Context: an optimization exercise on an open-source flow, tuned for small area, a short achievable clock period and few clock cycles per item. The choices shown serve that exercise and are no tape-out recipe. RTL that was checked went through simulation tests only; none was proved equivalent to the original. For runs 5 and 6, only the layout was checked, not whether the RTL still works. No activity file was given, so power comes from the tool's default toggle rates.

**flow/flow/run.sh**
```bash
#!/bin/bash
# ORFS layout with two changes from the standard one:
#  - synthesis maps the logic with a plain delay-oriented ABC script (no
#    full/half-adder extraction, no ABC buffering or resizing); everything else
#    in synthesis, including the registers, is the standard synthesis;
#  - the port buffers are the smallest buffer cell.
set -euo pipefail
here=$(pwd)
rm -rf "$here/scripts_abc"
cp -r "$FLOW_HOME/scripts" "$here/scripts_abc"
printf '&get -n\n&st\n&dch\n&nf -p\n&put\n' > "$here/scripts_abc/abc_speed.script"
bash standard.sh "SCRIPTS_DIR=$here/scripts_abc" 'ADDER_MAP_FILE=' synth > synth.log 2>&1
bash standard.sh 'BUFFER_PORTS_ARGS=-buffer_cell sky130_fd_sc_hd__buf_1' finish > layout.log 2>&1
```
**flow/standard.sh**
```bash
#!/bin/bash
# synth_recipe.tcl (not shown) runs the flow's synth.tcl, then flattens the netlist and writes it again
# the make line also repeats each setting of config.mk as NAME=value (left out here)
make -C /OpenROAD-flow-scripts/flow DESIGN_CONFIG=/design/flow/config.mk WORK_HOME=/design/flow/orfs CLKGATE_MAP_FILE= SYNTH_SCRIPT=/design/flow/synth_recipe.tcl "${@:-finish}"
```
**flow/config.mk**
```make
export PLATFORM = sky130hd
export DESIGN_NAME = dma_top
export DESIGN_NICKNAME = dma_top
export VERILOG_FILES = /design/flow/design.v
export SDC_FILE = /design/flow/constraint.sdc
export NUM_CORES = 4
export LEC_CHECK = 0
export CAP_MARGIN = 20
export CORE_MARGIN = 2
export CORE_UTILIZATION = 45
export PLACE_DENSITY = 0.35
export SETUP_SLACK_MARGIN = 1.3
export SLEW_MARGIN = 20
```
**flow/constraint.sdc**
```tcl
create_clock -name core_clock -period 3.5 [get_ports {clk}]
set_input_delay 0.7000 -clock core_clock [delete_from_list [all_inputs] [get_ports {clk}]]
set_output_delay 0.7000 -clock core_clock [all_outputs]
set_load 0.01 [all_outputs]
```
**flow/design.v**
```verilog
module master_dma (
    input  wire        clk,
    input  wire        reset,
    input  wire        trigger,
    input  wire [4:0]  length,
    input  wire [31:0] source_address,
    input  wire [31:0] destination_address,
    output wire        done,
    output wire [31:0] ARADDR,
    output wire        ARVALID,
    input  wire        ARREADY,
    input  wire [31:0] RDATA,
    input  wire        RVALID,
    output wire        RREADY,
    output wire [31:0] AWADDR,
    output wire        AWVALID,
    input  wire        AWREADY,
    output wire [31:0] WDATA,
    output wire        WVALID,
    input  wire        WREADY,
    input  wire        BVALID,
    output wire        BREADY
);
wire [2:0] words = length[4:2];
reg       started;      
reg       done_r;       
reg       b_is_last;    
reg [2:0] b_count;      
wire active = started | trigger;
addr_channel u_ar (.clk(clk), .reset(reset), .base(source_address), .words(words),
                   .active(active), .started(started), .ready(ARREADY),
                   .valid(ARVALID), .addr(ARADDR));
addr_channel u_aw (.clk(clk), .reset(reset), .base(destination_address), .words(words),
                   .active(active), .started(started), .ready(AWREADY),
                   .valid(AWVALID), .addr(AWADDR));
assign WVALID = RVALID & started;
assign WDATA  = RDATA;
assign RREADY = WREADY;
assign BREADY = 1'b1;
wire b_last = BVALID & b_is_last;
assign done = done_r | b_last;
wire [2:0] b_count_next = b_count + {2'd0, BVALID};
always @(posedge clk) begin
    if (reset) begin
        started   <= 1'b0;
        done_r    <= 1'b0;
        b_count   <= 3'd0;
    end else begin
        if (trigger)
            started <= 1'b1;
        if (b_last)
            done_r <= 1'b1;
        b_count   <= b_count_next;
    end
end
always @(posedge clk)
    b_is_last <= (b_count_next + 3'd1 == words);
endmodule
module addr_channel (
    input  wire        clk,
    input  wire        reset,
    input  wire [31:0] base,
    input  wire [2:0]  words,
    input  wire        active,
    input  wire        started,
    input  wire        ready,
    output wire        valid,
    output wire [31:0] addr
);
localparam GROUP = 4;                   
localparam NG = (27 + GROUP - 1) / GROUP;
reg           left;                     
reg  [2:0]    low;                      
reg  [NG-1:0] gcarry;                   
assign valid = left & active;
wire   accept = valid & ready;
assign addr[1:0] = base[1:0];
assign addr[4:2] = started ? low : base[4:2];
wire [2:0] low_next = addr[4:2] + {2'd0, accept};
wire [2:0] low_end  = base[4:2] + words;
wire       carry_next = gcarry[0] | (accept & (&addr[4:2]));
genvar k, g;
generate
    for (k = 5; k < 32; k = k + 1) begin : g_inc
        if ((k - 5) % GROUP == 0) begin : g_first
            assign addr[k] = base[k] ^ gcarry[(k - 5) / GROUP];
        end else begin : g_rest
            assign addr[k] = base[k] ^ (gcarry[(k - 5) / GROUP] & (&base[k-1:5 + GROUP * ((k - 5) / GROUP)]));
        end
    end
    for (g = 0; g < NG; g = g + 1) begin : g_carry
        wire next;
        if (g == 0) begin : g_low
            assign next = carry_next;
        end else begin : g_high
            assign next = carry_next & (&base[5 + GROUP * g - 1:5]);
        end
        always @(posedge clk) begin
            if (reset)
                gcarry[g] <= 1'b0;
            else
                gcarry[g] <= next;
        end
    end
endgenerate
always @(posedge clk)
    low <= low_next;
always @(posedge clk) begin
    if (reset)
        left <= 1'b1;
    else if (accept && low_next == low_end)
        left <= 1'b0;
end
endmodule
module dma_top (
    input  wire        clk,
    input  wire        reset,
    input  wire        trigger,
    input  wire [4:0]  length,
    input  wire [31:0] source_address,
    input  wire [31:0] destination_address,
    output wire        done,
    output wire [31:0] ARADDR,
    output wire        ARVALID,
    input  wire        ARREADY,
    input  wire [31:0] RDATA,
    input  wire        RVALID,
    output wire        RREADY,
    output wire [31:0] AWADDR,
    output wire        AWVALID,
    input  wire        AWREADY,
    output wire [31:0] WDATA,
    output wire        WVALID,
    input  wire        WREADY,
    input  wire        BVALID,
    output wire        BREADY
);
master_dma u_dma (
    .clk(clk),
    .reset(reset),
    .trigger(trigger),
    .length(length),
    .source_address(source_address),
    .destination_address(destination_address),
    .done(done),
    .ARADDR(ARADDR),
    .ARVALID(ARVALID),
    .ARREADY(ARREADY),
    .RDATA(RDATA),
    .RVALID(RVALID),
    .RREADY(RREADY),
    .AWADDR(AWADDR),
    .AWVALID(AWVALID),
    .AWREADY(AWREADY),
    .WDATA(WDATA),
    .WVALID(WVALID),
    .WREADY(WREADY),
    .BVALID(BVALID),
    .BREADY(BREADY)
);
endmodule
```
==> results.yml, run 1 <==
clock_network:
  cts-root-buf: "clkbuf_8"
  cts_buffers: 3
  clkLatencyLatePin_ns: 0.26
  cts_num_sinks: 28
  cts_hold_buf: 0
  cts_tree: "built"
  path_clk_slew_ns: 0.08
  clockBufferDepth: 2
  htreeDepth: 1
timing:
  max_freq_ghz: 0.4679
  slew_violations: 0
  finalCritPeriodShare: 0.6106
  fin_tns_setup_ns: 0
  hold_viol: 0
  setup_viol: 0
  period_needed_ns: 2.137
  rsz0062_at_grt: "false"
  skew_ns: 0.002128
power:
  cellLeakagePower_nw: 0.8823
  p_per_area_mw_per_mm2: 310.8
  power_w: 0.0007895
  ir_worst_vdd_mv: 0.2062
floorplanning:
  chipHeight_um: 73.32
  core-area_sq_mm: 0.004692
  num_io_pins: 211
  rows: 25
  start_util: 0.4608
  fp.dieW_um: 73.32
  dieArea_sq_mm: 0.005375
routing:
  drtIter0Drc: 67
  wl_per_cell_um: 13.58
  ant_nets: 0
  vias: 2073
  firstDrtPassIters: 4
  viasPerCell: 4.947
  wirelength_mm: 5.689
  drc: 0
setup_path:
  start_kind: "primary input"
  path_cells: "buf_1 > and2_4 > nand3_1 > nor2b_1 > buf_1"
  cp_common_cell: "buf_1"
  slowest_delay_ns: 0.18
  cp_max_fo: 4
  path_class: "in -> out"
  crit_slowest_cell: "and2_4"
  critPathCaptureType: "output port"
  critPathRequiredTime_ns: 2.80
  crit_arrival_ns: 1.44
yosys:
  syn_nets: 372
  synth_seq_cells: 28
  synth_ff_type: "dfxtp_1"
  synth_top_area_share: 0.2593
  yosys.area.top_type: "dfxtp_1"
  synth.area.top_cells: "dfxtp_1 (26%), xnor2_1 (17%), buf_4 (13%), xor2_1 (9.3%), nand4_1 (6.4%)"
  ys_types: 29
  synth.most_common_cell: "xnor2_1"
  netlist_top_cells_count: "xnor2_1 (41), buf_4 (38), dfxtp_1 (28)"
  synth-seq-area-share: 0.2593
  avgSynthCellArea_sq_um: 8.221
  synth_warnings: 2
  synthCells: 263
  syn_area_sq_mm: 0.002162
  async_reset_ff_frac: 0
  synth_edf_count: 0
finish:
  finalInstanceArea_sq_mm: 0.002540
  drive_gt1_frac: 0.05785
  fin_nets: 474
  final_cell_count_no_fill: 419
  synthToLayoutAreaGrowth_pct: 17.48
placed_design:
  hpwl_mm: 4.993
  placedCellCount: 412
  port_buffers: 133
  place_area_sq_mm: 0.002444
  place.gp.congestion: 0.7520
grt:
  antenna_found_initial: 2
  grt_pass1_wl_mm: 8.424
  grt_remaining_overflow: 0
  grt_pass1_vias: 1815
  grt_usage: 0.2005
  grt_max_degree: 15
run:
  drv_cap: 0
min_path:
  hp-class: "reg -> reg"
outcome:
  status: "complete, no violations"
[worst max-delay path: cells and delay by family]
kind	cells	cell delay, ns
simple gates	3	0.44
buf+inv	2	0.29
[repair_timing]
item	in CTS	in global routing
gates resized for setup	4	16
buffers inserted	0	2
pin swaps	0	5
endpoints found under the setup margin	10	16
[report_power, final]
part | internal (W) | switching, W
sequential | 0.000343 | 0.0000132
combinational | 0.000115 | 0.000154
clock | 0.0000770 | 0.0000873
total | 0.000535 | 0.000254
[through the flow]
stage / utilization / setup slack (ns) / hold slack, ns
6_report: 0.5413 / 1.363 / 0.4787
3_5_place_dp: 0.5208 / 1.098 / 0.4672
2_1_floorplan: - / 1.417 / 0.4412
4_1_cts: 0.5307 / 1.306 / 0.4836
3_3_place_gp: 0.5208 / 1.075 / 0.4685
5_1_grt: 0.5403 / 1.279 / 0.5147
[flip-flops by register name, indices dropped and copies added (netlist names)]
register           count
u_dma.u_ar.left        1
u_dma.b_is_last        1
u_dma.u_ar.gcarry      7
u_dma.done_r           1
u_dma.started          1
u_dma.u_aw.left        1
u_dma.u_aw.low         3
u_dma.u_aw.gcarry      7
u_dma.b_count          3
u_dma.u_ar.low         3
[cells in the final DEF (no fill, tap or decap), drive strengths merged]
cell and n:
buf 128, xnor2 41, dfxtp 28, xor2 23, nand4 22, nor2b 17, nand2 16, nor2 12
a21oi 10, a31oi 10, clkbuf 10, clkinv 6, nand3 6, nor3 5, mux2 3, mux2i 3
and2 3, nor4 3, diode 2, a21o 2, o21ai 2, o41ai 2, nand2b 2, o211a 1
and3 1, inv 1, o211ai 1, or3 1, o21bai 1, a41oi 1, or2 1, conb 1
[worst paths after layout]
| path | end | startpoint | cells past startpoint | slack, ns |
|---|---|---|---|---|
| worst max-delay path | ARADDR[19] | source_address[17] | 5 | 1.36 |
| worst min register to register | u_dma.u_ar.left | u_dma.u_ar.left | 2 | 0.48 |
| worst max register to register | u_dma.u_ar.left | u_dma.started | 6 | 1.58 |
| worst min-delay path | u_dma.u_ar.left | u_dma.u_ar.left | 2 | 0.48 |
[cells by family after synthesis]
family	synth area share
mux	0.02951
xor+xnor	0.2593
simple gates	0.2188
buf+inv	0.1441
flops	0.2593
compound gates	0.08739
other cells	0.001734
[routing by layer]
layer / part of all wire / GRT usage
met1: 0.41 / 0.2574
met2: 0.47 / 0.3183
met3: 0.11 / 0.09739
met4: 0.0025 / 0.01818
met5: 0 / 0
[layout make-up]
cell class / count / area (sq um)
Fill cell: 508 / 2152
Multi-Input combinational cell: 190 / 1311
Sequential cell: 28 / 564.3
Timing Repair Buffer: 135 / 524.3
Tap cell: 54 / 67.56
Clock buffer: 3 / 41.29
Inverter: 7 / 26.28
Antenna cell: 2 / 5.005
Testbench counts, summed over its fixed seeds: cycles 29,253, words 9,566.
==> run 2, diff against run 1 <==
--- a/flow/config.mk
+++ b/flow/config.mk
@@ -8,6 +8,5 @@
 export CAP_MARGIN = 20
 export CORE_MARGIN = 2
 export CORE_UTILIZATION = 45
-export PLACE_DENSITY = 0.35
 export SETUP_SLACK_MARGIN = 1.3
 export SLEW_MARGIN = 20
==> run 2 against run 1 <==
  * Clock power increased by 4%
  * Sequential power about the same
  * Non-clock buffer count unchanged
  * Sequential share of layout area about the same
  * Worst hold slack improved by 0.0085 ns
  * Flip-flop and latch count unchanged
  * Via count increased by 0.53%
  * Fmax increased by 0.97%
==> results.yml, run 2 <==
timing:
  finalCritPeriodShare: 0.6048
  hold_viol: 0
  slew_violations: 0
  skew_ns: 0.001767
  max_freq_ghz: 0.4724
  setup_ws_ns: 1.383
  period_needed_ns: 2.117
  fin_tns_setup_ns: 0
  rsz0062_at_grt: "false"
  setup_viol: 0
yosys:
  synth_seq_cells: 28
  synthCells: 263
  synth-seq-area-share: 0.2593
  async_reset_ff_frac: 0
  synth_compound_area_frac: 0.08738
  avgSynthCellArea_sq_um: 8.221
  synth_edf_count: 0
  synth.area.top_cells: "dfxtp_1 (26%), xnor2_1 (17%), buf_4 (13%), xor2_1 (9.3%), nand4_1 (6.4%)"
  netlist_top_cells_count: "xnor2_1 (41), buf_4 (38), dfxtp_1 (28)"
  synth-adder-area-share: 0
  ys_types: 29
  syn_area_sq_mm: 0.002162
  syn_nets: 372
  synth_xor_area_frac: 0.2593
  yosys.area.top_type: "dfxtp_1"
  synth_top_area_share: 0.2593
  muxShareOfSynthArea: 0.02951
  synth_ff_type: "dfxtp_1"
  synth_top_family_by_area: "XOR/XNOR gates"
  synth.most_common_cell: "xnor2_1"
  synth_warnings: 2
  synthSimpleGateAreaFrac: 0.2187
grt:
  antenna_found_initial: 0
  grt_pass1_wl_mm: 7.665
  grt_remaining_overflow: 0
  grt_max_degree: 15
  grt_usage: 0.1777
  grt_pass1_vias: 1731
clock_network:
  cts_hold_buf: 0
  cts_num_sinks: 28
  clkLatencyLatePin_ns: 0.27
  htreeDepth: 1
  path_clk_slew_ns: 0.09
  clockBufferDepth: 2
  cts-root-buf: "clkbuf_8"
  cts_tree: "built"
  cts_buffers: 3
routing:
  drc: 0
  firstDrtPassIters: 4
  wirelength_mm: 5.273
  drtIter0Drc: 46
  wl_per_cell_um: 12.65
  viasPerCell: 4.998
  ant_nets: 0
  vias: 2084
finish:
  drive_gt1_frac: 0.04408
  diodes: 0
  synthToLayoutAreaGrowth_pct: 17.42
  layout_commonest_cell: "buf_1"
  num-fill-cells: 484
  mostFrequentLayoutCells: "buf_1 (129), xnor2_1 (41), dfxtp_1 (27)"
  largestRegisters: "u_dma.u_ar.gcarry (7), u_dma.u_aw.gcarry (7)"
  fin_nets: 474
setup_path:
  cp_max_fo: 4
  crit_arrival_ns: 1.42
  critPathCaptureType: "output port"
  path_class: "in -> out"
  start_kind: "primary input"
  critPathRequiredTime_ns: 2.80
floorplanning:
  start_util: 0.4608
  fp.dieW_um: 73.32
  core-area_sq_mm: 0.004692
  num_io_pins: 211
  chipHeight_um: 73.32
  dieArea_sq_mm: 0.005375
  rows: 25
power:
  ir_worst_vdd_mv: 0.2428
  p_per_area_mw_per_mm2: 314.1
  cellLeakagePower_nw: 0.8689
outcome:
  status: "complete, no violations"
placed_design:
  place.gp.congestion: 0.7756
  preCtsSetupSlack_ns: 1.106
  port_buffers: 133
  hpwl_mm: 4.520
run:
  drv_cap: 0
min_path:
  hp-class: "reg -> reg"
-- run 2: logic make-up (layout without fill, tap and decap cells) --
logic type | after synthesis | after routing
multiplexers | 6 | 6
other | 1 | 1
XOR/XNOR | 64 | 64
AO/OA/AOI/OAI | 30 | 30
AND/OR/NAND/NOR | 89 | 89
buffers and inverters | 45 | 145
flip-flops | 28 | 28
-- run 2: cell type report --
type / count / area, sq um / area share
Clock buffer: 3 / 41.29 / 0.01626
Inverter: 7 / 26.28 / 0.01035
Multi-Input combinational cell: 190 / 1320 / 0.5200
Sequential cell: 28 / 564.3 / 0.2223
Tap cell: 54 / 67.56 / 0.02661
Timing Repair Buffer: 135 / 519.2 / 0.2045
-- run 2: worst paths after layout --
check / startpoint / to / slack, ns / depth (start not counted)
min: u_dma.u_aw.left / u_dma.u_aw.left / 0.49 / 2
max reg2reg: u_dma.started / u_dma.u_ar.left / 1.59 / 6
max: source_address[17] / ARADDR[20] / 1.38 / 5
min reg2reg: u_dma.u_aw.left / u_dma.u_aw.left / 0.49 / 2
-- run 2: metrics by stage --
| stage | utilization | power [W] | hold WS, ns | std cells | cell area, sq um |
|---|---|---|---|---|---|
| after CTS | 0.5307 | 0.0008035 | 0.4866 | 415 | 2490 |
| after global placement | 0.5208 | 0.0006236 | 0.4714 | 412 | 2444 |
| after global routing | 0.5411 | 0.0008532 | 0.5341 | 417 | 2539 |
| final | 0.5411 | 0.0007975 | 0.4871 | 417 | 2539 |
| after detailed placement | 0.5208 | 0.0006269 | 0.4730 | 412 | 2444 |
| after floorplan | - | 0.0005628 | 0.4412 | 263 | 2162 |
-- run 2: critical path: stages --
cell and delay, ns:
clkbuf_2 0.12, and2_4 0.16, nand3_1 0.10, xnor2_1 0.19, clkbuf_2 0.15
-- run 2: where the power goes --
part | internal [W] | switching, W
clock | 0.0000772 | 0.0000929
combinational | 0.000116 | 0.000153
sequential | 0.000343 | 0.0000150
-- run 2: layer usage --
layer,part of all wire,up-vias,global-route usage
met1,0.42,929,0.2289
met3,0.069,6,0.04664
met2,0.51,80,0.3083
met4,0.0064,0,0.02020
li1,-,1069,-
met5,0,-,0
-- run 2: what timing repair did --
item                                    in CTS  in global routing
pin swaps                                    0                  5
resized for setup                            4                 11
endpoints found under the setup margin       9                 10
setup buffers                                0                  2
==> run 3, diff against run 2 <==
--- a/flow/flow/run.sh
+++ b/flow/flow/run.sh
@@ -10,4 +10,4 @@
 cp -r "$FLOW_HOME/scripts" "$here/scripts_abc"
 printf '&get -n\n&st\n&dch\n&nf -p\n&put\n' > "$here/scripts_abc/abc_speed.script"
 bash standard.sh "SCRIPTS_DIR=$here/scripts_abc" 'ADDER_MAP_FILE=' synth > synth.log 2>&1
-bash standard.sh 'BUFFER_PORTS_ARGS=-buffer_cell sky130_fd_sc_hd__buf_1' finish > layout.log 2>&1
+bash standard.sh 'BUFFER_PORTS_ARGS=-buffer_cell sky130_fd_sc_hd__buf_1' 'SETUP_MOVE_SEQUENCE=unbuffer,sizeup,swap' finish > layout.log 2>&1
==> run 3 against run 2 <==
  * Still clean on timing, DRC and antenna
  * Final cell count decreased by 0.48%
  * Fmax about the same
  * Utilization decreased by 0.32 points
  * Count of clock-buffer cells in the layout unchanged
  * Worst setup slack about the same
  * Clock power about the same
  * Register-to-register slack about the same
  * Global-route usage unchanged
  * Largest power group unchanged
==> results.yml, run 3 <==
clock_network:
  cts_tree: "built"
  cts_hold_buf: 0
  cts_num_sinks: 28
  path_clk_slew_ns: 0.09
  cts-root-buf: "clkbuf_8"
  clockBufferDepth: 2
  htreeDepth: 1
  clkLatencyLatePin_ns: 0.27
  cts_setup_buffers: 0
  cts_buffers: 3
routing:
  drc: 0
  ant_nets: 0
  viasPerCell: 5.007
  firstDrtPassIters: 4
  vias: 2078
  drtIter0Drc: 44
  wl_per_cell_um: 12.59
  wirelength_mm: 5.225
power:
  ir_worst_vdd_mv: 0.2432
  cellLeakagePower_nw: 0.8602
  p_per_area_mw_per_mm2: 315.1
  power_w: 0.0007952
setup_path:
  path_class: "in -> out"
  crit_arrival_ns: 1.42
  critPathRequiredTime_ns: 2.80
  slowest_delay_ns: 0.18
  critPathBufInv: 2
  path_delay_family: "buffers and inverters"
  start_kind: "primary input"
  critPathCaptureType: "output port"
  cp_max_fo: 4
  cp_common_cell: "clkbuf_2"
  crit_slowest_cell: "xnor2_1"
  path_cells: "clkbuf_2 > and2_4 > nand3_1 > xnor2_1 > clkbuf_2"
grt:
  grt_max_degree: 15
  grt.busiest_layer: "met2"
  globalRouteMet2Util: 0.3083
  grt_use_met1: 0.2289
  grt_pass1_vias: 1731
  grt_usage: 0.1777
  grt_remaining_overflow: 0
  grt_pass1_wl_mm: 7.665
  antenna_found_initial: 0
  grt.met3_usage: 0.04664
yosys:
  ys_types: 29
  netlist_top_cells_count: "xnor2_1 (41), buf_4 (38), dfxtp_1 (28)"
  muxShareOfSynthArea: 0.02951
  avgSynthCellArea_sq_um: 8.221
  synth_seq_cells: 28
  syn_nets: 372
  synth-seq-area-share: 0.2593
  synth_top_family_by_area: "XOR/XNOR gates"
  synth-adder-area-share: 0
  synth_xor_area_frac: 0.2593
  yosys.area.top_type: "dfxtp_1"
  synth_ff_type: "dfxtp_1"
  synthSimpleGateAreaFrac: 0.2187
  synth_compound_area_frac: 0.08738
  synth.area.top_cells: "dfxtp_1 (26%), xnor2_1 (17%), buf_4 (13%), xor2_1 (9.3%), nand4_1 (6.4%)"
  syn_area_sq_mm: 0.002162
  synth_top_area_share: 0.2593
  synth_warnings: 2
  synthCells: 263
  synth_edf_count: 0
  async_reset_ff_frac: 0
  synth.most_common_cell: "xnor2_1"
finish:
  largestRegisters: "u_dma.u_ar.gcarry (7), u_dma.u_aw.gcarry (7)"
  synthToLayoutAreaGrowth_pct: 16.72
  num-fill-cells: 483
  fin_nets: 472
  mostFrequentLayoutCells: "buf_1 (129), xnor2_1 (41), dfxtp_1 (27)"
  finalInstanceArea_sq_mm: 0.002524
  drive_gt1_frac: 0.03878
  diodes: 0
  layout_commonest_cell: "buf_1"
timing:
  finalCritPeriodShare: 0.6047
  fin_tns_setup_ns: 0
  slew_violations: 0
  rsz0062_at_grt: "true"
  setup_viol: 0
  period_needed_ns: 2.116
  hold_viol: 0
  skew_ns: 0.001821
  max_freq_ghz: 0.4725
  setup_ws_ns: 1.384
floorplanning:
  core-area_sq_mm: 0.004692
  fp.dieW_um: 73.32
  num_io_pins: 211
  chipHeight_um: 73.32
  dieArea_sq_mm: 0.005375
  rows: 25
  start_util: 0.4608
min_path:
  hp-class: "reg -> reg"
placed_design:
  place_area_sq_mm: 0.002444
  port_buffers: 133
  hpwl_mm: 4.520
  preCtsSetupSlack_ns: 1.106
  place.gp.congestion: 0.7756
outcome:
  status: "complete, no violations"
run:
  drv_cap: 0
[run 3: cell count changes in the layout (fill, tap and decap cells not counted), sizes merged]
cell and delta:
buf -2
[run 3: cell families (layout without fill, tap and decap cells)]
group / after synthesis / in the layout
mux: 6 / 6
flops: 28 / 28
xor+xnor: 64 / 64
other cells: 1 / 1
buf+inv: 45 / 143
simple gates: 89 / 89
compound gates: 30 / 30
[run 3: path summary, 6_finish.rpt]
kind         cells after the start                    to  slack (ns)          startpoint
min                              2       u_dma.u_ar.left        0.49     u_dma.u_ar.left
min reg2reg                      2       u_dma.u_ar.left        0.49     u_dma.u_ar.left
max                              5            ARADDR[20]        1.38  source_address[17]
max reg2reg                      6  u_dma.u_ar.gcarry[6]        1.59       u_dma.started
[run 3: power breakdown]
part	switching, W	internal, W	total, W	leakage, nW
Combinational	0.000152	0.000115	0.000267	0.609
Clock	0.0000932	0.0000772	0.000170	0.0216
Sequential	0.0000149	0.000343	0.000358	0.230
[run 3: layout make-up]
class	instances	area, sq um	area share
well taps	54	67.56	0.02677
multi-input cells	190	1320	0.5231
flip-flops and latches	28	564.3	0.2236
inverters	7	26.28	0.01041
repair buffers	133	504.2	0.1998
clock buffers	3	41.29	0.01636
[run 3: repair_timing]
item / CTS / global route
pin swaps: 0 / 5
gates resized for setup: 4 / 11
endpoints found under the setup margin: 9 / 10
[run 3: worst min-delay path: cells and delay by family (launching register included)]
| family | cells | cell delay [ns] |
|---|---|---|
| AND/OR/NAND/NOR | 1 | 0.05 |
| flip-flops | 1 | 0.34 |
| AO/OA/AOI/OAI | 1 | 0.06 |
[run 3: stage by stage]
stage,std cells,util,hold WS (ns)
4_1_cts,415,0.5307,0.4866
2_1_floorplan,263,-,0.4412
5_1_grt,415,0.5379,0.5341
3_5_place_dp,412,0.5208,0.4730
3_3_place_gp,412,0.5208,0.4714
6_report,415,0.5379,0.4867
[run 3: routing by layer]
| layer | vias up | share of wire |
|---|---|---|
| met1 | 925 | 0.42 |
| met5 | - | 0 |
| li1 | 1065 | - |
| met2 | 82 | 0.51 |
| met4 | 0 | 0.0065 |
| met3 | 6 | 0.070 |
==> run 4, diff against run 3 <==
--- a/flow/config.mk
+++ b/flow/config.mk
@@ -8,5 +8,5 @@
 export CAP_MARGIN = 20
 export CORE_MARGIN = 2
 export CORE_UTILIZATION = 45
-export SETUP_SLACK_MARGIN = 1.3
+export SETUP_SLACK_MARGIN = 1.45
 export SLEW_MARGIN = 20
==> run 4 against run 3 <==
  * First-iteration DRC count increased by 4.5%
  * Count of clock-buffer cells in the layout is the same
  * Combinational power increased by 7%
  * Sequential power about the same
  * Largest cell class unchanged
  * Via count up 0.38%
  * Still clean on timing, DRC and antenna
  * Power up 13%
  * Die area did not move
  * Final cell count rose by 0.24%
  * Sequential share of layout area is 1.3 points lower
==> results.yml, run 4 <==
outcome:
  status: "complete, no violations"
finish:
  diodes: 0
  final_cell_count_no_fill: 416
  largestRegisters: "u_dma.u_ar.gcarry (7), u_dma.u_aw.gcarry (7)"
  fin_nets: 472
  mostFrequentLayoutCells: "buf_1 (92), xnor2_1 (40), dfxtp_1 (27)"
  synthToLayoutAreaGrowth_pct: 23.67
  drive_gt1_frac: 0.1630
  layout_commonest_cell: "buf_1"
routing:
  wirelength_mm: 5.519
  drtIter0Drc: 46
  viasPerCell: 5.014
  firstDrtPassIters: 4
  ant_nets: 0
  vias: 2086
  drc: 0
  wl_per_cell_um: 13.27
floorplanning:
  dieArea_sq_mm: 0.005375
  num_io_pins: 211
  rows: 25
  core-area_sq_mm: 0.004692
  chipHeight_um: 73.32
  start_util: 0.4608
  fp.dieW_um: 73.32
clock_network:
  cts_buffers: 3
  clkLatencyLatePin_ns: 0.27
  htreeDepth: 1
  cts_hold_buf: 0
  cts_setup_buffers: 0
  cts-root-buf: "clkbuf_8"
  path_clk_slew_ns: 0.10
  cts_num_sinks: 28
  cts_tree: "built"
  clockBufferDepth: 2
grt:
  grt_pass1_vias: 1775
  grt_max_degree: 17
  antenna_found_initial: 0
  grt_usage: 0.1828
  grt_pass1_wl_mm: 7.872
  grt_remaining_overflow: 0
run:
  drv_cap: 0
setup_path:
  start_kind: "register"
  critPathCaptureType: "output port"
  crit_arrival_ns: 1.33
  path_class: "reg -> out"
  critPathRequiredTime_ns: 2.80
  cp_max_fo: 10
yosys:
  synth_seq_cells: 28
  synth-seq-area-share: 0.2593
  yosys.area.top_type: "dfxtp_1"
  synth_warnings: 2
  synthCells: 263
  synth.area.top_cells: "dfxtp_1 (26%), xnor2_1 (17%), buf_4 (13%), xor2_1 (9.3%), nand4_1 (6.4%)"
  ys_types: 29
  avgSynthCellArea_sq_um: 8.221
  synth_top_area_share: 0.2593
  syn_area_sq_mm: 0.002162
  synth_ff_type: "dfxtp_1"
  synth.most_common_cell: "xnor2_1"
  synth_edf_count: 0
  async_reset_ff_frac: 0
  netlist_top_cells_count: "xnor2_1 (41), buf_4 (38), dfxtp_1 (28)"
  syn_nets: 372
placed_design:
  port_buffers: 133
  hpwl_mm: 4.636
  place.gp.congestion: 0.8187
  placedCellCount: 412
power:
  ir_worst_vdd_mv: 0.3599
  p_per_area_mw_per_mm2: 336.2
  cellLeakagePower_nw: 1.005
timing:
  slew_violations: 0
  hold_viol: 0
  skew_ns: 0.002668
  rsz0062_at_grt: "true"
  finalCritPeriodShare: 0.5812
  period_needed_ns: 2.034
  setup_viol: 0
  holdWs_ns: 0.4893
  max_freq_ghz: 0.4916
  fin_tns_setup_ns: 0
min_path:
  hp-class: "reg -> reg"
## run 4: cell counts after synthesis
No cell type changed its count.
## run 4: layer usage
layer | up-vias | part of all wire | global-route usage
met5 | - | 0 | 0
met4 | 0 | 0.0096 | 0.04040
met3 | 8 | 0.080 | 0.06310
met2 | 94 | 0.50 | 0.3073
met1 | 915 | 0.41 | 0.2264
li1 | 1069 | - | -
## run 4: power by group
part | total, W | switching [W] | internal [W]
Clock | 0.000254 | 0.000101 | 0.000153
Combinational | 0.000286 | 0.000158 | 0.000129
Sequential | 0.000359 | 0.0000154 | 0.000343
Total | 0.000899 | 0.000274 | 0.000625
## run 4: layout make-up
type                       instances  area, sq um
fill                             482         2018
multi-input combinational        190         1360
timing repair buffer             133        581.8
sequential                        28        564.3
tap                               54        67.56
clock buffer                       3        41.29
clock inverter                     1        30.03
inverter                           7        28.78
## run 4: what timing repair did
| item | in CTS | in global routing |
|---|---|---|
| gates resized for setup | 28 | 45 |
| pin swaps | 4 | 20 |
| endpoints found under the setup margin | 31 | 29 |
| cloned | 0 | 0 |
## run 4: logic make-up after synthesis
group                  synth area share
AND/OR/NAND/NOR                  0.2188
XOR/XNOR                         0.2593
buffers and inverters            0.1441
AO/OA/AOI/OAI                   0.08739
flip-flops                       0.2593
multiplexers                    0.02951
other                          0.001734
## run 4: metrics by stage
stage               setup WS, ns  total power [W]  area [sq um]    util
floorplan                  1.452        0.0005632          2162       -
global placement           1.113        0.0006242          2444  0.5208
detailed placement         1.094        0.0006271          2444  0.5208
CTS                        1.401        0.0008925          2581  0.5501
global route               1.365        0.0009550          2674  0.5699
finish                     1.466        0.0008990          2674  0.5699
## run 4: worst max-delay path, cell delays in order (launching register included)
cell      delay (ns)
dfxtp_4         0.46
mux2i_1         0.35
clkinv_1        0.11
buf_1           0.14
## run 4: final timing paths
kind	to	from	depth (start not counted)	slack (ns)
setup / recovery	AWADDR[4]	u_dma.started	3	1.47
hold / removal	u_dma.u_aw.left	u_dma.u_aw.left	2	0.49
setup reg to reg	u_dma.u_ar.left	u_dma.started	6	1.62
hold reg to reg	u_dma.u_aw.left	u_dma.u_aw.left	2	0.49
==> run 5, diff against run 4 <==
--- a/flow/design.v
+++ b/flow/design.v
@@ -24,8 +24,7 @@
 wire [2:0] words = length[4:2];
 reg       started;      
 reg       done_r;       
-reg       b_is_last;    
-reg [2:0] b_count;      
+reg [2:0] b_left;       
 wire active = started | trigger;
 addr_channel u_ar (.clk(clk), .reset(reset), .base(source_address), .words(words),
                    .active(active), .started(started), .ready(ARREADY),
@@ -37,24 +36,21 @@
 assign WDATA  = RDATA;
 assign RREADY = WREADY;
 assign BREADY = 1'b1;
-wire b_last = BVALID & b_is_last;
+wire b_last = BVALID & (b_left == 3'd1);
 assign done = done_r | b_last;
-wire [2:0] b_count_next = b_count + {2'd0, BVALID};
 always @(posedge clk) begin
     if (reset) begin
-        started   <= 1'b0;
-        done_r    <= 1'b0;
-        b_count   <= 3'd0;
+        started <= 1'b0;
+        done_r  <= 1'b0;
     end else begin
         if (trigger)
             started <= 1'b1;
         if (b_last)
             done_r <= 1'b1;
-        b_count   <= b_count_next;
     end
 end
 always @(posedge clk)
-    b_is_last <= (b_count_next + 3'd1 == words);
+    b_left <= started ? b_left - {2'd0, BVALID} : words;
 endmodule
 module addr_channel (
     input  wire        clk,
--- a/flow/flow/run.sh
+++ b/flow/flow/run.sh
@@ -10,4 +10,4 @@
 cp -r "$FLOW_HOME/scripts" "$here/scripts_abc"
 printf '&get -n\n&st\n&dch\n&nf -p\n&put\n' > "$here/scripts_abc/abc_speed.script"
 bash standard.sh "SCRIPTS_DIR=$here/scripts_abc" 'ADDER_MAP_FILE=' synth > synth.log 2>&1
-bash standard.sh 'BUFFER_PORTS_ARGS=-buffer_cell sky130_fd_sc_hd__buf_1' 'SETUP_MOVE_SEQUENCE=unbuffer,sizeup,swap' finish > layout.log 2>&1
+bash standard.sh 'BUFFER_PORTS_ARGS=-buffer_cell sky130_fd_sc_hd__buf_1' finish > layout.log 2>&1
--- a/flow/config.mk
+++ b/flow/config.mk
@@ -8,5 +8,5 @@
 export CAP_MARGIN = 20
 export CORE_MARGIN = 2
 export CORE_UTILIZATION = 45
-export SETUP_SLACK_MARGIN = 1.45
+export SETUP_SLACK_MARGIN = 1.3
 export SLEW_MARGIN = 20
==> run 5 against run 4 <==
  * Non-clock buffer count is 1 higher
  * Clock skew increased by 0.0083 ns
  * Sequential share of layout area grew 0.43 points
  * Via count is 0.24% lower
  * Die area shrank 1.9%
  * Worst setup slack got worse by 0.13 ns
  * Final cell count decreased by 0.48%
  * Combinational power down 4%
  * Critical path type unchanged
  * Critical endpoint is now ARADDR[3]
==> results.yml, run 5 <==
routing:
  wirelength_mm: 5.457
  ant_nets: 0
  vias: 2081
  viasPerCell: 5.027
  drc: 0
  firstDrtPassIters: 5
  drtIter0Drc: 52
  wl_per_cell_um: 13.18
setup_path:
  crit_arrival_ns: 1.46
  critPathCaptureType: "output port"
  setup.worst_path.start: "u_dma.started"
  path_class: "reg -> out"
  start_kind: "register"
  cp_max_fo: 11
  critPathRequiredTime_ns: 2.80
  rr_startpoint: "u_dma.started"
yosys:
  netlist_top_cells_count: "xnor2_1 (43), buf_4 (38), dfxtp_1 (27)"
  synth_top_area_share: 0.2550
  yosys.area.top_type: "dfxtp_1"
  synth_warnings: 2
  synth.area.top_cells: "dfxtp_1 (26%), xnor2_1 (18%), buf_4 (13%), xor2_1 (7.4%), nand4_1 (6.5%)"
  synth.most_common_cell: "xnor2_1"
  async_reset_ff_frac: 0
  synth_edf_count: 0
  synth_seq_cells: 27
  syn_nets: 371
  synthCells: 262
  ys_types: 23
  synth_ff_type: "dfxtp_1"
  avgSynthCellArea_sq_um: 8.090
  synth-seq-area-share: 0.2550
  syn_area_sq_mm: 0.002120
timing:
  skew_ns: 0.01100
  rsz0062_at_grt: "true"
  setup_ws_ns: 1.339
  max_freq_ghz: 0.4628
  setup_viol: 0
  fin_tns_setup_ns: 0
  finalCritPeriodShare: 0.6174
  hold_viol: 0
  slew_violations: 0
  period_needed_ns: 2.161
clock_network:
  htreeDepth: 1
  cts_buffers: 3
  cts_num_sinks: 27
  cts_tree: "built"
  clkLatencyLatePin_ns: 0.28
  clockBufferDepth: 2
  cts-root-buf: "clkbuf_8"
  cts_hold_buf: 0
  path_clk_slew_ns: 0.11
placed_design:
  place_area_sq_mm: 0.002406
  place.gp.congestion: 0.8868
  preCtsSetupSlack_ns: 0.9566
  hpwl_mm: 4.696
  port_buffers: 133
floorplanning:
  chipHeight_um: 72.63
  num_io_pins: 211
  fp.dieW_um: 72.63
  dieArea_sq_mm: 0.005275
  rows: 24
  start_util: 0.4769
  core-area_sq_mm: 0.004444
power:
  switching_power_w: 0.0002800
  cellLeakagePower_nw: 0.8369
  power_w: 0.0008156
  ir_worst_vdd_mv: 0.1744
  p_int_w: 0.0005356
  p_comb_frac: 0.337
  power.share.clock: 0.236
  p_sw_frac: 0.3433
  seq_power_share: 0.427
  p_per_area_mw_per_mm2: 324.1
finish:
  finalInstanceArea_sq_mm: 0.002516
  synthToLayoutAreaGrowth_pct: 18.71
  diodes: 0
  layout_commonest_cell: "buf_1"
  drive_gt1_frac: 0.05801
  largestRegisters: "u_dma.u_ar.gcarry (7), u_dma.u_aw.gcarry (7)"
  mostFrequentLayoutCells: "buf_1 (128), xnor2_1 (42), dfxtp_1 (26)"
  num-fill-cells: 450
  fin_nets: 472
grt:
  grt_remaining_overflow: 0
  grt_pass1_vias: 1841
  grt_max_degree: 18
  antenna_found_initial: 0
  grt_pass1_wl_mm: 8.010
  grt_usage: 0.1895
run:
  drv_cap: 0
outcome:
  status: "complete, no violations"
min_path:
  hp-start: "u_dma.u_aw.left"
  hp-class: "reg -> reg"
## run 5: cell count changes after synthesis, moves of 2 or more
cell      delta
mux2i_1      +3
clkinv_1     +3
nor2_1       +2
a21o_1       -2
xor2_1       -5
xnor2_1      +2
nand3_1      -2
nand2b_1     +2
nand2_1      -2
mux2_1       -3
## run 5: worst paths after layout
kind                          end  slack [ns]  depth (start not counted)
max                     ARADDR[3]        1.34                          4
min               u_dma.u_aw.left        0.49                          2
max reg2reg  u_dma.u_ar.gcarry[6]        1.45                          7
min reg2reg       u_dma.u_aw.left        0.49                          2
## run 5: worst max-delay path: stages, from the launching register on
cell	delay (ns)
dfxtp_2	0.42
buf_6	0.19
mux2i_2	0.32
clkinv_1	0.11
buf_1	0.13
## run 5: cells by family after synthesis
group / Yosys count / share of synthesized area
compound gates: 31 / 0.08973
xor+xnor: 61 / 0.2521
buf+inv: 48 / 0.1523
flops: 27 / 0.2550
mux: 6 / 0.02834
other cells: 1 / 0.001769
simple gates: 88 / 0.2208
## run 5: power by group through the flow
stage                     logic (W)  clock network (W)  registers (W)
after detailed placement   0.000265                  0       0.000353
after floorplan            0.000203                  0       0.000351
final                      0.000275           0.000192       0.000349
after global placement     0.000264                  0       0.000352
after CTS                  0.000274           0.000202       0.000349
after global routing       0.000306           0.000204       0.000351
## run 5: repair_timing
item | in CTS | in global routing
setup endpoints to repair | 9 | 12
resized for setup | 10 | 10
setup buffers | 0 | 0
pin swaps | 0 | 4
## run 5: area by class of cell
class | count | area, sq um | area share
Inverter | 10 | 37.54 | 0.01492
Sequential cell | 27 | 541.8 | 0.2153
Multi-Input combinational cell | 187 | 1305 | 0.5186
Clock buffer | 3 | 41.29 | 0.01641
Timing Repair Buffer | 134 | 516.7 | 0.2054
Clock inverter | 1 | 8.758 | 0.003481
Tap cell | 52 | 65.06 | 0.02586
## run 5: layer usage
layer  vias up  GRT usage  share of wire
met4         0    0.05556          0.010
met5         -          0              0
li1       1066          -              -
met1       919     0.2353           0.43
met2        86     0.3162           0.48
met3        10    0.05801          0.081
## run 5: metrics by stage
step | hold WS [ns] | utilization | cells
floorplan | 0.4414 | - | 262
global placement | 0.4825 | 0.5414 | 410
detailed placement | 0.4716 | 0.5414 | 410
CTS | 0.4894 | 0.5605 | 414
global route | 0.5114 | 0.5662 | 414
finish | 0.4878 | 0.5662 | 414
==> run 6, diff against run 5 <==
--- a/flow/design.v
+++ b/flow/design.v
@@ -27,10 +27,10 @@
 reg [2:0] b_left;       
 wire active = started | trigger;
 addr_channel u_ar (.clk(clk), .reset(reset), .base(source_address), .words(words),
-                   .active(active), .started(started), .ready(ARREADY),
+                   .active(active), .ready(ARREADY),
                    .valid(ARVALID), .addr(ARADDR));
 addr_channel u_aw (.clk(clk), .reset(reset), .base(destination_address), .words(words),
-                   .active(active), .started(started), .ready(AWREADY),
+                   .active(active), .ready(AWREADY),
                    .valid(AWVALID), .addr(AWADDR));
 assign WVALID = RVALID & started;
 assign WDATA  = RDATA;
@@ -58,7 +58,6 @@
     input  wire [31:0] base,
     input  wire [2:0]  words,
     input  wire        active,
-    input  wire        started,
     input  wire        ready,
     output wire        valid,
     output wire [31:0] addr
@@ -66,12 +65,13 @@
 localparam GROUP = 4;                   
 localparam NG = (27 + GROUP - 1) / GROUP;
 reg           left;                     
+reg           issued;                   
 reg  [2:0]    low;                      
 reg  [NG-1:0] gcarry;                   
 assign valid = left & active;
 wire   accept = valid & ready;
 assign addr[1:0] = base[1:0];
-assign addr[4:2] = started ? low : base[4:2];
+assign addr[4:2] = issued ? low : base[4:2];
 wire [2:0] low_next = addr[4:2] + {2'd0, accept};
 wire [2:0] low_end  = base[4:2] + words;
 wire       carry_next = gcarry[0] | (accept & (&addr[4:2]));
@@ -101,6 +101,12 @@
 endgenerate
 always @(posedge clk)
     low <= low_next;
+always @(posedge clk) begin
+    if (reset)
+        issued <= 1'b0;
+    else if (valid)
+        issued <= 1'b1;
+end
 always @(posedge clk) begin
     if (reset)
         left <= 1'b1;
==> run 6 against run 5 <==
  * Still clean
  * Wire length down 3.6%
  * Combinational power rose by 3%
  * Non-clock buffer count unchanged
  * Synthesized cell count is 0.76% higher
  * Global-route usage is 0.14 points lower
  * Sequential power is 8.9% higher
  * Clock skew decreased by 0.0078 ns
  * Largest power group unchanged
==> results.yml, run 6 <==
routing:
  wl_per_cell_um: 12.46
  vias: 2158
  ant_nets: 0
  wirelength_mm: 5.258
  drtIter0Drc: 66
  firstDrtPassIters: 6
  viasPerCell: 5.114
  drc: 0
yosys:
  synth_ff_type: "dfxtp_1"
  async_reset_ff_frac: 0
  avgSynthCellArea_sq_um: 8.223
  synthCells: 264
  synth_edf_count: 0
  synth_warnings: 2
  synth-seq-area-share: 0.2674
  synth.most_common_cell: "xnor2_1"
  syn_nets: 373
  netlist_top_cells_count: "xnor2_1 (40), buf_4 (38), dfxtp_1 (29)"
  synth.area.top_cells: "dfxtp_1 (27%), xnor2_1 (16%), buf_4 (13%), xor2_1 (8.5%), nand4_1 (6.6%)"
  yosys.area.top_type: "dfxtp_1"
  ys_types: 27
  synth_top_area_share: 0.2674
  syn_area_sq_mm: 0.002171
  synth_seq_cells: 29
timing:
  fin_tns_setup_ns: 0
  rsz0062_at_grt: "true"
  skew_ns: 0.003159
  slew_violations: 0
  period_needed_ns: 2.177
  finalCritPeriodShare: 0.6220
  setup_viol: 0
  hold_viol: 0
  max_freq_ghz: 0.4593
placed_design:
  place_area_sq_mm: 0.002460
  placedCellCount: 414
  place.gp.congestion: 0.7307
  port_buffers: 133
  hpwl_mm: 4.388
finish:
  largestRegisters: "u_dma.u_ar.gcarry (7), u_dma.u_aw.gcarry (7)"
  diodes: 0
  layout_commonest_cell: "buf_1"
  final_cell_count_no_fill: 422
  drive_gt1_frac: 0.05435
  mostFrequentLayoutCells: "buf_1 (128), xnor2_1 (40), dfxtp_1 (28)"
  fin_nets: 476
  synthToLayoutAreaGrowth_pct: 18.50
  finalInstanceArea_sq_mm: 0.002572
grt:
  grt_max_degree: 11
  grt.met3_usage: 0.04664
  grt.busiest_layer: "met2"
  grt_remaining_overflow: 0
  grt_usage: 0.1881
  grt_pass1_wl_mm: 8.031
  grt_use_met1: 0.2230
  globalRouteMet2Util: 0.3224
  grt_pass1_vias: 1925
  antenna_found_initial: 0
clock_network:
  cts_tree: "built"
  cts_num_sinks: 29
  clkLatencyLatePin_ns: 0.28
  htreeDepth: 2
  cts-root-buf: "clkbuf_8"
  clockBufferDepth: 2
  path_clk_slew_ns: 0.06
  cts_buffers: 5
  cts_setup_buffers: 0
min_path:
  hold-path-cell-count: 2
  hp-start: "u_dma.u_aw.left"
  hold_end: "u_dma.u_aw.left"
  hp-class: "reg -> reg"
floorplanning:
  start_util: 0.4627
  fp.dieW_um: 73.46
  dieArea_sq_mm: 0.005396
  chipHeight_um: 73.46
  num_io_pins: 211
  core-area_sq_mm: 0.004692
  rows: 25
setup_path:
  cp_common_cell: "buf_1"
  path_class: "in -> out"
  rr_startpoint: "u_dma.u_aw.issued"
  critPathCaptureType: "output port"
  cp_max_fo: 3
  path_delay_family: "buffers and inverters"
  r2r_slack_ns: 1.63
  start_kind: "primary input"
  critPathBufInv: 3
  critPathRequiredTime_ns: 2.80
  crit_arrival_ns: 1.48
  path_cells: "buf_1 > mux2i_1 > clkinv_1 > buf_1"
  slowest_delay_ns: 0.28
  r2r-end: "u_dma.u_aw.left"
  ff2ff_path_depth: 6
  crit_slowest_cell: "mux2i_1"
power:
  p_per_area_mw_per_mm2: 359.5
  ir_worst_vdd_mv: 0.2102
  cellLeakagePower_nw: 0.8747
outcome:
  status: "complete, no violations"
run:
  drv_cap: 0
-- run 6: cell types whose count changed after synthesis, sizes merged, moves of 2 or more --
cell	change
clkinv	-6
dfxtp	+2
mux2	+5
mux2i	-5
nand2	+3
nor2	+4
nor2b	+2
nor3	-2
nor4	-2
o21bai	-2
xnor2	-3
xor2	+3
-- run 6: through the flow --
step                setup WS, ns   power, W  hold slack, ns    util
floorplan                  1.414  0.0005958          0.4412       -
global placement          0.9944  0.0006627          0.4655  0.5243
detailed placement        0.9869  0.0006649          0.4742  0.5243
CTS                        1.307  0.0009358          0.4806  0.5451
global route               1.265  0.0009888          0.5110  0.5483
finish                     1.323  0.0009248          0.4803  0.5483
-- run 6: layout make-up --
cell class	count	area, sq um
Inverter	4	15.01
Clock buffer	6	72.57
Fill cell	466	2120
Tap cell	54	67.56
Timing Repair Buffer	134	513.0
Multi-Input combinational cell	193	1313
Clock inverter	2	10.01
Sequential cell	29	581.8
-- run 6: worst max path at each step --
stage                      startpoint                   end  cells after the start  slack (ns)
2_1_floorplan       source_address[2]  u_dma.u_ar.gcarry[6]                      6        1.41
3_3_place_gp                  trigger  u_dma.u_aw.gcarry[6]                      7        0.99
3_5_place_dp        source_address[2]  u_dma.u_ar.gcarry[6]                      7        0.99
4_1_cts            source_address[17]            ARADDR[20]                      5        1.31
5_1_grt                       trigger  u_dma.u_aw.gcarry[6]                      7        1.26
6_report       destination_address[2]             AWADDR[2]                      4        1.32
-- run 6: worst min-delay path, cell delays in order (launching register included) --
cell	delay, ns
dfxtp_1	0.32
o41ai_1	0.06
nand2b_1	0.05
-- run 6: what timing repair did --
action / 4_1_cts / 5_1_grt
hold buffers: 0 / 0
pin swaps: 0 / 1
endpoints found under the setup margin: 4 / 10
resized for setup: 4 / 9
-- run 6: cell families after synthesis --
group / Yosys count / share of synthesized area
AND/OR/NAND/NOR: 95 / 0.2294
XOR/XNOR: 61 / 0.2461
buffers and inverters: 42 / 0.1383
AO/OA/AOI/OAI: 30 / 0.08646
flip-flops: 29 / 0.2674
multiplexers: 6 / 0.03055
other: 1 / 0.001727
-- run 6: routing by layer --
layer / routed length, um / share of wire
met1: 2147 / 0.41
met2: 2626 / 0.50
met3: 375 / 0.071
met4: 108 / 0.021
met5: 0 / 0
-- run 6: power by group --
group	total, W	switching [W]	internal (W)
logic	0.000283	0.000162	0.000121
clock network	0.000262	0.000125	0.000137
registers	0.000380	0.0000172	0.000362
==> run 7, diff against run 6 <==
--- a/flow/design.v
+++ b/flow/design.v
@@ -23,31 +23,24 @@
 );
 wire [2:0] words = length[4:2];
 reg       started;      
-reg       done_r;       
 reg [2:0] b_left;       
 wire active = started | trigger;
 addr_channel u_ar (.clk(clk), .reset(reset), .base(source_address), .words(words),
-                   .active(active), .ready(ARREADY),
+                   .active(active), .started(started), .ready(ARREADY),
                    .valid(ARVALID), .addr(ARADDR));
 addr_channel u_aw (.clk(clk), .reset(reset), .base(destination_address), .words(words),
-                   .active(active), .ready(AWREADY),
+                   .active(active), .started(started), .ready(AWREADY),
                    .valid(AWVALID), .addr(AWADDR));
 assign WVALID = RVALID & started;
 assign WDATA  = RDATA;
 assign RREADY = WREADY;
 assign BREADY = 1'b1;
-wire b_last = BVALID & (b_left == 3'd1);
-assign done = done_r | b_last;
+assign done = (started & (b_left == 3'd0)) | (BVALID & (b_left == 3'd1));
 always @(posedge clk) begin
-    if (reset) begin
+    if (reset)
         started <= 1'b0;
-        done_r  <= 1'b0;
-    end else begin
-        if (trigger)
-            started <= 1'b1;
-        if (b_last)
-            done_r <= 1'b1;
-    end
+    else if (trigger)
+        started <= 1'b1;
 end
 always @(posedge clk)
     b_left <= started ? b_left - {2'd0, BVALID} : words;
@@ -58,6 +51,7 @@
     input  wire [31:0] base,
     input  wire [2:0]  words,
     input  wire        active,
+    input  wire        started,
     input  wire        ready,
     output wire        valid,
     output wire [31:0] addr
@@ -65,13 +59,12 @@
 localparam GROUP = 4;                   
 localparam NG = (27 + GROUP - 1) / GROUP;
 reg           left;                     
-reg           issued;                   
 reg  [2:0]    low;                      
 reg  [NG-1:0] gcarry;                   
 assign valid = left & active;
 wire   accept = valid & ready;
 assign addr[1:0] = base[1:0];
-assign addr[4:2] = issued ? low : base[4:2];
+assign addr[4:2] = started ? low : base[4:2];
 wire [2:0] low_next = addr[4:2] + {2'd0, accept};
 wire [2:0] low_end  = base[4:2] + words;
 wire       carry_next = gcarry[0] | (accept & (&addr[4:2]));
@@ -101,12 +94,6 @@
 endgenerate
 always @(posedge clk)
     low <= low_next;
-always @(posedge clk) begin
-    if (reset)
-        issued <= 1'b0;
-    else if (valid)
-        issued <= 1'b1;
-end
 always @(posedge clk) begin
     if (reset)
         left <= 1'b1;
--- a/flow/flow/run.sh
+++ b/flow/flow/run.sh
@@ -10,4 +10,4 @@
 cp -r "$FLOW_HOME/scripts" "$here/scripts_abc"
 printf '&get -n\n&st\n&dch\n&nf -p\n&put\n' > "$here/scripts_abc/abc_speed.script"
 bash standard.sh "SCRIPTS_DIR=$here/scripts_abc" 'ADDER_MAP_FILE=' synth > synth.log 2>&1
-bash standard.sh 'BUFFER_PORTS_ARGS=-buffer_cell sky130_fd_sc_hd__buf_1' finish > layout.log 2>&1
+bash standard.sh 'BUFFER_PORTS_ARGS=-buffer_cell sky130_fd_sc_hd__buf_1' 'SETUP_MOVE_SEQUENCE=unbuffer,sizeup,swap' finish > layout.log 2>&1
--- a/flow/config.mk
+++ b/flow/config.mk
@@ -8,5 +8,5 @@
 export CAP_MARGIN = 20
 export CORE_MARGIN = 2
 export CORE_UTILIZATION = 45
-export SETUP_SLACK_MARGIN = 1.3
+export SETUP_SLACK_MARGIN = 1.25
 export SLEW_MARGIN = 20
==> run 7 against run 6 <==
  * Die area is 3.4% lower
  * Flip-flop and latch count is 3 lower
  * First-iteration DRC count is 33% lower
  * Non-clock buffer count shrank 1
  * Largest power group unchanged
  * Still clean
  * Synthesized cell count decreased by 1.9%
  * Utilization grew 1.2 points
  * Design area fell by 3.9%
  * Final cell count shrank 2.8%
  * Clock skew decreased by 0.00086 ns
  * Power down 14%
==> results.yml, run 7 <==
outcome:
  status: "complete, no violations"
grt:
  grt_max_degree: 18
  antenna_found_initial: 0
  globalRouteMet2Util: 0.3272
  grt_usage: 0.1889
  grt.busiest_layer: "met2"
  grt.met3_usage: 0.04722
  grt_remaining_overflow: 0
  grt_use_met1: 0.2397
  grt_pass1_wl_mm: 7.997
  grt_pass1_vias: 1819
min_path:
  hold-path-cell-count: 2
  hp-start: "u_dma.u_ar.left"
  hold_end: "u_dma.u_ar.left"
  hp-class: "reg -> reg"
setup_path:
  critPathBufInv: 2
  r2r-end: "u_dma.u_ar.gcarry[6]"
  start_kind: "primary input"
  crit_slowest_cell: "and2_4"
  rr_startpoint: "u_dma.started"
  path_delay_family: "buffers and inverters"
  ff2ff_path_depth: 6
  path_cells: "buf_1 > and2_4 > nand3_1 > xnor2_1 > clkbuf_2"
  path_class: "in -> out"
  slowest_delay_ns: 0.18
  r2r_slack_ns: 1.49
  crit_arrival_ns: 1.44
  critPathCaptureType: "output port"
  cp_max_fo: 4
  critPathRequiredTime_ns: 2.80
timing:
  setup_viol: 0
  finalCritPeriodShare: 0.6108
  period_needed_ns: 2.138
  holdWs_ns: 0.4779
  rsz0062_at_grt: "true"
  max_freq_ghz: 0.4678
  skew_ns: 0.002301
  hold_viol: 0
  fin_tns_setup_ns: 0
  slew_violations: 0
finish:
  final_util: 0.5601
  register_area_sq_um: 524.3
  layout_commonest_cell: "buf_1"
  synthToLayoutAreaGrowth_pct: 18.18
  mostFrequentLayoutCells: "buf_1 (131), xnor2_1 (40), dfxtp_1 (25)"
  diodes: 0
  fin_nets: 468
  drive_gt1_frac: 0.04190
  num-fill-cells: 464
  finalInstanceArea_sq_mm: 0.002472
  multi_input_area_sq_mm: 0.001296
  largestRegisters: "u_dma.u_ar.gcarry (7), u_dma.u_aw.gcarry (7)"
placed_design:
  port_buffers: 133
  place.gp.congestion: 0.8026
  hpwl_mm: 4.521
  place_area_sq_mm: 0.002371
yosys:
  synthSimpleGateAreaFrac: 0.2219
  synth_top_family_by_area: "XOR/XNOR gates"
  yosys.area.top_type: "dfxtp_1"
  ys_types: 28
  synthCells: 259
  synth.area.top_cells: "dfxtp_1 (25%), xnor2_1 (17%), buf_4 (14%), xor2_1 (8.4%), nand4_1 (6.6%)"
  syn_area_sq_mm: 0.002092
  netlist_top_cells_count: "xnor2_1 (40), buf_4 (38), dfxtp_1 (26)"
  synth_edf_count: 0
  synth.most_common_cell: "xnor2_1"
  synth_seq_cells: 26
  synth_ff_type: "dfxtp_1"
  muxShareOfSynthArea: 0.03050
  syn_nets: 368
  synth_top_area_share: 0.2488
  synth_xor_area_frac: 0.2512
  synth_warnings: 2
  synth-adder-area-share: 0
  synth_compound_area_frac: 0.09510
  async_reset_ff_frac: 0
  synth-seq-area-share: 0.2488
  avgSynthCellArea_sq_um: 8.077
floorplanning:
  fp.dieW_um: 72.18
  dieArea_sq_mm: 0.005210
  core-area_sq_mm: 0.004414
  rows: 24
  chipHeight_um: 72.18
  start_util: 0.4739
  num_io_pins: 211
clock_network:
  cts_buffers: 3
  clockBufferDepth: 2
  path_clk_slew_ns: 0.09
  cts_setup_buffers: 0
  htreeDepth: 1
  cts_tree: "built"
  cts_hold_buf: 0
  clkLatencyLatePin_ns: 0.27
  cts_num_sinks: 26
  cts-root-buf: "clkbuf_8"
routing:
  firstDrtPassIters: 4
  drc: 0
  drtIter0Drc: 44
  vias: 2052
  viasPerCell: 5.005
  wirelength_mm: 5.221
  wl_per_cell_um: 12.73
  ant_nets: 0
power:
  cellLeakagePower_nw: 0.8192
  p_per_area_mw_per_mm2: 322.0
  power_w: 0.0007961
  ir_worst_vdd_mv: 0.1915
run:
  drv_cap: 0
## run 7: cell types whose count changed after synthesis, moves of 2 or more
cell / previous run / this run
a21oi_1: 9 / 11
clkinv_1: 4 / 8
dfxtp_1: 29 / 26
mux2_1: 5 / 3
mux2i_1: 1 / 3
nor2_1: 18 / 14
nor2b_1: 19 / 16
## run 7: timing repair
item	4_1_cts	5_1_grt
endpoints found under the setup margin	17	9
resized for setup	3	13
gates cloned	0	0
## run 7: cell type report
class,count,area share
Multi-Input combinational cell,187,0.5243
Inverter,8,0.01215
Clock buffer,4,0.02227
Sequential cell,26,0.2120
Timing Repair Buffer,133,0.2029
Tap cell,52,0.02632
## run 7: worst register-to-register path, stage by stage (launching register included)
cell and delay (ns):
dfxtp_4 0.50, o211a_1 0.27, a41oi_1 0.12, or2_0 0.29, nor4_2 0.33, nand4_1 0.20, nor3_1 0.22
## run 7: per-layer routing
metal	part of all wire	vias to the layer above	wire, um
li1	-	1055	-
met5	0	-	0
met1	0.41	909	2146
met4	0.0071	0	37
met2	0.51	82	2650
met3	0.074	6	387
## run 7: logic make-up (layout without fill, tap and decap cells)
family          Yosys count  after routing
mux                       6              6
flops                    26             26
compound gates           32             32
xor+xnor                 60             60
simple gates             88             88
buf+inv                  46            145
other cells               1              1
## run 7: worst max-delay path by stage
stage | startpoint | endpoint | slack (ns) | cells after the start
4_1_cts | BVALID | done | 1.29 | 4
6_report | destination_address[17] | AWADDR[20] | 1.36 | 5
2_1_floorplan | BVALID | done | 1.39 | 2
3_3_place_gp | source_address[2] | u_dma.u_ar.gcarry[6] | 1.08 | 7
5_1_grt | source_address[2] | u_dma.u_ar.gcarry[6] | 1.25 | 7
3_5_place_dp | source_address[2] | u_dma.u_ar.gcarry[6] | 1.05 | 7
## run 7: stage by stage
step	worst slack [ns]	instances
finish	1.362	410
global route	1.249	410
CTS	1.285	410
detailed placement	1.055	406
global placement	1.075	406
floorplan	1.386	259
## run 7: where the power goes
| part | leakage [nW] | internal, W | switching (W) | total (W) |
|---|---|---|---|---|
| registers | 0.214 | 0.000320 | 0.0000178 | 0.000338 |
| clock network | 0.0288 | 0.000101 | 0.0000971 | 0.000198 |
| logic | 0.577 | 0.000112 | 0.000148 | 0.000261 |
| total | 0.819 | 0.000533 | 0.000263 | 0.000796 |
Testbench counts of run 7, summed over its fixed seeds: cycles 29,253, words 9,566.
==> run 8, diff against run 7 <==
--- a/flow/config.mk
+++ b/flow/config.mk
@@ -8,5 +8,5 @@
 export CAP_MARGIN = 20
 export CORE_MARGIN = 2
 export CORE_UTILIZATION = 45
-export SETUP_SLACK_MARGIN = 1.25
+export SETUP_SLACK_MARGIN = 1.4
 export SLEW_MARGIN = 20
==> run 8 against run 7 <==
  * Still clean
  * Synthesized area unchanged
  * First-iteration DRC count increased by 4.5%
  * Final cell count unchanged
  * Wire length increased by 3.3%
  * Clock power about the same
  * Largest power group unchanged
==> results.yml, run 8 <==
timing:
  fin_tns_setup_ns: 0
  skew_ns: 0.005557
  max_freq_ghz: 0.4781
  rsz0062_at_grt: "true"
  hold_viol: 0
  slew_headroom: 0.6472
  slew_violations: 0
  tightest_slew_ns: 0.5268
  finalCritPeriodShare: 0.5976
  setup_viol: 0
  period_needed_ns: 2.092
routing:
  ant_nets: 0
  viasPerCell: 5.061
  drc: 0
  firstDrtPassIters: 4
  wl_per_cell_um: 13.16
  vias: 2075
  drtIter0Drc: 46
  wirelength_mm: 5.395
finish:
  final_util: 0.5845
  mostFrequentLayoutCells: "buf_1 (105), xnor2_1 (39), dfxtp_1 (25)"
  final_cell_count_no_fill: 410
  largestRegisters: "u_dma.u_ar.gcarry (7), u_dma.u_aw.gcarry (7)"
  drive_gt1_frac: 0.1425
  layout_commonest_cell: "buf_1"
  diodes: 0
  fin_nets: 468
  synthToLayoutAreaGrowth_pct: 23.33
grt:
  grt_pass1_vias: 1799
  antenna_found_initial: 0
  grt_remaining_overflow: 0
  grt_usage: 0.1914
  grt_max_degree: 18
  grt_pass1_wl_mm: 8.079
setup_path:
  slowest_delay_ns: 0.51
  critPathRequiredTime_ns: 2.80
  cp_max_fo: 17
  path_class: "reg -> out"
  crit_slowest_cell: "dfxtp_4"
  crit_arrival_ns: 1.39
  critPathCaptureType: "output port"
  start_kind: "register"
  path_cells: "mux2i_2 > clkinv_1 > buf_1"
yosys:
  yosys.area.top_type: "dfxtp_1"
  muxShareOfSynthArea: 0.03050
  synth_ff_type: "dfxtp_1"
  synth.area.top_cells: "dfxtp_1 (25%), xnor2_1 (17%), buf_4 (14%), xor2_1 (8.4%), nand4_1 (6.6%)"
  synth_compound_area_frac: 0.09510
  synth_xor_area_frac: 0.2512
  synthCells: 259
  async_reset_ff_frac: 0
  ys_types: 28
  synth-seq-area-share: 0.2488
  syn_area_sq_mm: 0.002092
  synth-adder-area-share: 0
  synth_seq_cells: 26
  synth_top_area_share: 0.2488
  netlist_top_cells_count: "xnor2_1 (40), buf_4 (38), dfxtp_1 (26)"
  synthSimpleGateAreaFrac: 0.2219
  synth_edf_count: 0
  synth_top_family_by_area: "XOR/XNOR gates"
  synth.most_common_cell: "xnor2_1"
  synth_warnings: 2
  syn_nets: 368
  avgSynthCellArea_sq_um: 8.077
clock_network:
  cts_num_sinks: 26
  path_clk_slew_ns: 0.09
  htreeDepth: 1
  cts_setup_buffers: 0
  clkLatencyLatePin_ns: 0.27
  clockBufferDepth: 2
  cts_tree: "built"
  cts_buffers: 3
  cts-root-buf: "clkbuf_8"
  cts_hold_buf: 0
floorplanning:
  chipHeight_um: 72.18
  rows: 24
  num_io_pins: 211
  start_util: 0.4739
  fp.dieW_um: 72.18
  dieArea_sq_mm: 0.005210
  core-area_sq_mm: 0.004414
run:
  drv_cap: 0
power:
  ir_worst_vdd_mv: 0.1796
  p_per_area_mw_per_mm2: 316.4
  cellLeakagePower_nw: 0.9297
  power_w: 0.0008162
placed_design:
  place.gp.congestion: 0.7524
  port_buffers: 133
  placedCellCount: 406
  hpwl_mm: 4.599
outcome:
  status: "complete, no violations"
min_path:
  hp-class: "reg -> reg"
run 8: kinds of logic after synthesis:
family	after synthesis
XOR/XNOR	60
multiplexers	6
buffers and inverters	46
AO/OA/AOI/OAI	32
AND/OR/NAND/NOR	88
other	1
flip-flops	26
run 8: worst max-delay path: cells and delay by family, from the launching register on:
kind                   cells  cell delay (ns)
muxes                      1             0.37
buffers and inverters      2             0.24
DFF                        1             0.51
run 8: layout make-up:
class | count | area (sq um)
repair buffers | 133 | 546.8
well taps | 52 | 65.06
fillers | 466 | 1834
clock buffers | 4 | 55.05
inverters | 8 | 30.03
flip-flops and latches | 26 | 524.3
multi-input cells | 187 | 1359
run 8: metrics by stage:
stage | area (sq um) | hold slack, ns | setup WS, ns
2_1_floorplan | 2093 | 0.4412 | 1.414
3_3_place_gp | 2372 | 0.4650 | 1.060
3_5_place_dp | 2372 | 0.4659 | 1.061
4_1_cts | 2469 | 0.4793 | 1.349
5_1_grt | 2580 | 0.5042 | 1.340
6_report | 2580 | 0.4723 | 1.408
run 8: per-layer routing:
metal	track usage	wire length [um]	vias to the layer above
met4	0.02306	21	0
met1	0.2400	2135	923
li1	-	-	1053
met2	0.3476	2832	95
met5	0	0	-
met3	0.03750	405	4
run 8: path summary, 6_finish.rpt:
kind	startpoint	to	slack (ns)	cells after the start
min	u_dma.u_aw.left	u_dma.u_aw.left	0.47	2
max	u_dma.started	AWADDR[4]	1.41	3
max reg2reg	u_dma.started	u_dma.u_aw.gcarry[6]	1.55	6
min reg2reg	u_dma.u_aw.left	u_dma.u_aw.left	0.47	2
run 8: repair_timing:
action	in CTS	in global routing
gates resized for setup	17	43
endpoints found under the setup margin	26	32
pin swaps	0	13
run 8: where the power goes:
part | switching [W] | total, W | internal, W
logic | 0.000156 | 0.000280 | 0.000124
registers | 0.0000206 | 0.000341 | 0.000320
clock network | 0.0000953 | 0.000196 | 0.000101
total | 0.000271 | 0.000816 | 0.000545

## static timing again, ports no longer ideal
In the flow no input, the clock included, has a driving cell. The finished layouts below were timed again as built, in two steps.
Step 1 (the two cells are an assumption about what drives the block):
set clk [get_ports {clk}]
set_driving_cell -lib_cell sky130_fd_sc_hd__clkbuf_16 $clk
set_driving_cell -lib_cell sky130_fd_sc_hd__buf_2 [delete_from_list [all_inputs] $clk]
Step 2 times the ports against the registers' clock, not the clock port: input delays grow and output delays shrink by t, the midpoint of the rising clock arrivals with the driver on.
Three values: no drivers, after step 1, after step 2; two values: the first two.
run | t, ns | setup WS [ns] | worst register clock-pin slew, ns | worst data-port slew with drivers (ns)
run 1 | 0.285 | 1.363 / 1.333 / 1.178 | 0.08 / 0.08 | 0.11
run 2 | 0.289 | 1.383 / 1.349 / 1.194 | 0.09 / 0.09 | 0.08
run 3 | 0.289 | 1.384 / 1.349 / 1.193 | 0.09 / 0.09 | 0.08
run 4 | 0.295 | 1.466 / 1.439 / 1.264 | 0.10 / 0.10 | 0.08
run 5 | 0.299 | 1.339 / 1.316 / 1.184 | 0.11 / 0.11 | 0.10
run 6 | 0.302 | 1.323 / 1.297 / 1.203 | 0.06 / 0.06 | 0.08
run 7 | 0.291 | 1.362 / 1.331 / 1.171 | 0.09 / 0.09 | 0.08
run 8 | 0.288 | 1.408 / 1.387 / 1.272 | 0.09 / 0.09 | 0.09
After both steps every run listed still meets setup and hold. The setup slack of run 4, which loses most, moves by -0.027 ns with the drivers and by -0.202 ns with both steps.
